This is an optimization exercise on Yosys and OpenROAD, whose aim is small area and a short achievable clock period, not a production implementation.
Only simulation tests tie the RTL to the original design; equivalence was not proved.

job 8672:
// FPUFMAPipe
module FPUFMAPipe(
  input         clock,
                reset,
                io_in_valid,
                io_in_bits_ren3,
                io_in_bits_swap23,
  input  [2:0]  io_in_bits_rm,
  input  [1:0]  io_in_bits_fmaCmd,
  input  [64:0] io_in_bits_in1,
                io_in_bits_in2,
                io_in_bits_in3,
  output        io_out_valid,
  output [64:0] io_out_bits_data,
  output [4:0]  io_out_bits_exc
);
For scale: ~15000 cells after synthesis, about 750 flip-flops, roughly 280 I/O pins, about 110000 um^2 of cells after synthesis.
Settings: LEC_CHECK=0, ABC_AREA=1, CAP_MARGIN=20, CORE_MARGIN=2, CORE_UTILIZATION=38, SLEW_MARGIN=20; clock period 16.0 ns.
standard.sh (not shown) runs the stock make flow with config.mk's settings and CLKGATE_MAP_FILE= SYNTH_SCRIPT=/design/flow/synth_recipe.tcl, a recipe that flattens the netlist after the stock synthesis.
==> flow/flow/run.sh <==
#!/bin/bash
# The standard layout (standard synthesis, floorplan, placement, CTS, routing), with
# two changes: the setup repair is asked to leave extra setup slack, and the buffers
# that every input and output port gets are sky130_fd_sc_hd__buf_2 cells (smaller and
# faster than the delay cells buffer_ports picks by default). The make output goes to
# flow.log, and ORFS keeps each step's full log under orfs/logs/.
set -uo pipefail
bash standard.sh SETUP_SLACK_MARGIN=10.65 MATCH_CELL_FOOTPRINT=0 "BUFFER_PORTS_ARGS=-buffer_cell sky130_fd_sc_hd__buf_2" finish > flow.log 2>&1
Job 8672: PASS, flow complete, no timing, DRC or antenna violations
> inputs changed (job 8672 -> job 5896)
==> flow/flow/run.sh <==
#!/bin/bash
# The standard layout (standard synthesis, floorplan, placement, CTS, routing),
# with ORFS's setup repair asked to leave extra setup slack so that it upsizes and
# buffers the slowest paths. The make output goes to flow.log, and ORFS keeps each
# step's full log under orfs/logs/.
set -uo pipefail
bash standard.sh SETUP_SLACK_MARGIN=10.65 finish > flow.log 2>&1
On final design utilization, job 5896 and job 8672 are neck and neck.
On post-route clock skew, job 5896 does better than job 8672.
Overall global routing resource usage: job 5896 lower than job 8672
Between job 5896 and job 8672, the signed area change from the synthesized netlist to the final layout figures differ only marginally.
Job 5896 -> job 8672: final area flat
Relative to job 5896, the following input files were edited for job 8191:
==> flow/flow/run.sh <==
#!/bin/bash
# The standard layout (standard synthesis, floorplan, placement, CTS, routing), with
# two changes to how ORFS repairs timing: the setup repair is asked to leave extra setup
# slack, and gate resizing may pick any drive strength (MATCH_CELL_FOOTPRINT=0) instead of
# only cells of the same width. The make output goes to flow.log, and ORFS keeps each
# step's full log under orfs/logs/.
set -uo pipefail
bash standard.sh SETUP_SLACK_MARGIN=10.65 MATCH_CELL_FOOTPRINT=0 finish > flow.log 2>&1
Results
Looking at job 5896 and job 8191, the post-layout utilization of the core is a wash. There was hardly any difference in cell count between job 5896 and job 8191. Comparing job 5896 and job 8191, the lower post-route fraction of the period consumed by the critical path was measured on job 5896. Job 8191 against job 5896: final antenna diode count picked up an extra 3, routed wire length saw little to no change, synthesis-to-finish area growth lost 0.24 points. The register-to-register setup slack of job 8191 was inferior to that of job 5896.
For job 9955, these inputs were changed with respect to job 8191:
==> flow/flow/run.sh <==
#!/bin/bash
# The standard layout (standard synthesis, floorplan, placement, CTS, routing), with
# two changes: the setup repair is asked to leave extra setup slack, and the buffers
# that every input and output port gets are sky130_fd_sc_hd__buf_4 cells. The make output
# goes to flow.log, and ORFS keeps each step's full log under orfs/logs/.
set -uo pipefail
bash standard.sh SETUP_SLACK_MARGIN=10.65 "BUFFER_PORTS_ARGS=-buffer_cell sky130_fd_sc_hd__buf_4" finish > flow.log 2>&1
Notes after the runs:
- Delta (job 9955 minus job 8191): end-of-flow core utilization moved down.
- Number of instances resized during post-cts repair, job 9955 and job 8191: higher on job 8191


FPUFMAPipe, a different RTL version from the one above (not shown whole).
Size: about 15000 cells after synthesis, about 750 flip-flops, about 0.11 sq mm of cells after synthesis.
export LEC_CHECK = 0
export ABC_AREA = 1
export CAP_MARGIN = 20
export CORE_MARGIN = 2
export CORE_UTILIZATION = 35
export SLEW_MARGIN = 20
create_clock -name core_clock -period 16.0 [get_ports {clock}]
==> flow/flow/run.sh <==
#!/bin/bash
# The standard layout (standard synthesis, floorplan, placement, CTS, routing), with
# two changes: the setup repair is asked to leave extra setup slack, and the buffers
# that every input and output port gets are sky130_fd_sc_hd__buf_2 cells (smaller and
# faster than the delay cells buffer_ports picks by default). The make output goes to
# flow.log, and ORFS keeps each step's full log under orfs/logs/.
set -uo pipefail
bash standard.sh SETUP_SLACK_MARGIN=10.65 "BUFFER_PORTS_ARGS=-buffer_cell sky130_fd_sc_hd__buf_2" finish > flow.log 2>&1
==> next run, changes <==
Settings changed: CORE_UTILIZATION 35 to 38.
What happened: Wire length is higher by 1.1%; non-clock buffer count is higher by 65; synthesized area is unchanged; clock skew is higher by 8.9 ps; design area is higher by 0.38%; worst setup slack is worse by 4.1 ps; clock-buffer cell count is lower by 11; synthesized cell count stays the same; core utilization is higher by 3.7 points.
==> next run, changes <==
--- a/flow/flow/run.sh
+++ b/flow/flow/run.sh
@@ -6,3 +6,3 @@
 # flow.log, and ORFS keeps each step's full log under orfs/logs/.
 set -uo pipefail
-bash standard.sh SETUP_SLACK_MARGIN=10.65 "BUFFER_PORTS_ARGS=-buffer_cell sky130_fd_sc_hd__buf_2" finish > flow.log 2>&1
+bash standard.sh SETUP_SLACK_MARGIN=10.7 "BUFFER_PORTS_ARGS=-buffer_cell sky130_fd_sc_hd__buf_2" finish > flow.log 2>&1
=>
- The new run finished with timing, DRC and antenna clean
- first-iteration DRC count rose by a little under a tenth
- via count rose slightly
- cell area stays flat
- setup slack is better by 44 ps
- wire length fell slightly
- count of clock-buffer cells in the layout rose by 3
- hold slack is worse by 17 ps
- non-clock buffer count fell by 23
- synthesized cell count does not change
==> next run, changes <==
--- a/flow/flow/run.sh
+++ b/flow/flow/run.sh
@@ -6,3 +6,3 @@
 # flow.log, and ORFS keeps each step's full log under orfs/logs/.
 set -uo pipefail
-bash standard.sh SETUP_SLACK_MARGIN=10.7 "BUFFER_PORTS_ARGS=-buffer_cell sky130_fd_sc_hd__buf_2" finish > flow.log 2>&1
+bash standard.sh SETUP_SLACK_MARGIN=10.6 "BUFFER_PORTS_ARGS=-buffer_cell sky130_fd_sc_hd__buf_2" finish > flow.log 2>&1
=> The changed run ran to the end with no violations. Wire length decreases by 1.4%. First-iteration DRC count decreases by 0.46%. Global-route usage shrinks by 0.46 points. Non-clock buffer count decreases by 91. Synthesized cell count does not change. Hold slack improves by 18 ps.

==> re-timing with driven ports <==
In the flow no input, the clock included, has a driving cell. The finished layouts below were timed again as built, in two steps.
Step 1 assumes that a clkbuf_16 drives the clock port and a buf_2 every other input.
Step 2 adds t to the input delays and takes it off the output delays; t is the mean of the earliest and latest rising clock arrival at the registers after step 1. Input paths then give back, and output paths get back, about the clock's delay inside the block.
Slacks: ideal / step 1 / step 2; pairs: ideal / step 1.
run	t, ns	setup WS [ns]	hold slack, ns	clock arrival spread, ns	pins driven straight from the clock port
job 8672	0.956	10.520 / 10.449 / 9.493	0.322 / 0.322 / 0.322	0.082 / 0.082	1
job 5896	0.963	10.595 / 10.595 / 9.689	0.325 / 0.325 / 0.325	0.076 / 0.076	1
job 8191	0.947	10.468 / 10.355 / 9.408	0.325 / 0.325 / 0.325	0.093 / 0.094	1
job 9955	0.957	10.371 / 10.371 / 9.465	0.321 / 0.321 / 0.321	0.094 / 0.094	1
the first run of note 2	0.996	10.562 / 10.562 / 9.693	0.327 / 0.327 / 0.327	0.097 / 0.097	1
the second run of note 2	0.956	10.558 / 10.558 / 9.716	0.327 / 0.327 / 0.327	0.106 / 0.105	1
the third run of note 2	0.978	10.602 / 10.602 / 9.779	0.310 / 0.310 / 0.310	0.105 / 0.105	1
the fourth run of note 2	0.990	10.414 / 10.414 / 9.766	0.327 / 0.327 / 0.327	0.135 / 0.135	1
After both steps setup and hold are still met in every run listed. For job 8191, which loses most, drivers alone change the setup slack by -0.113 ns; drivers and shift together by -1.060 ns.
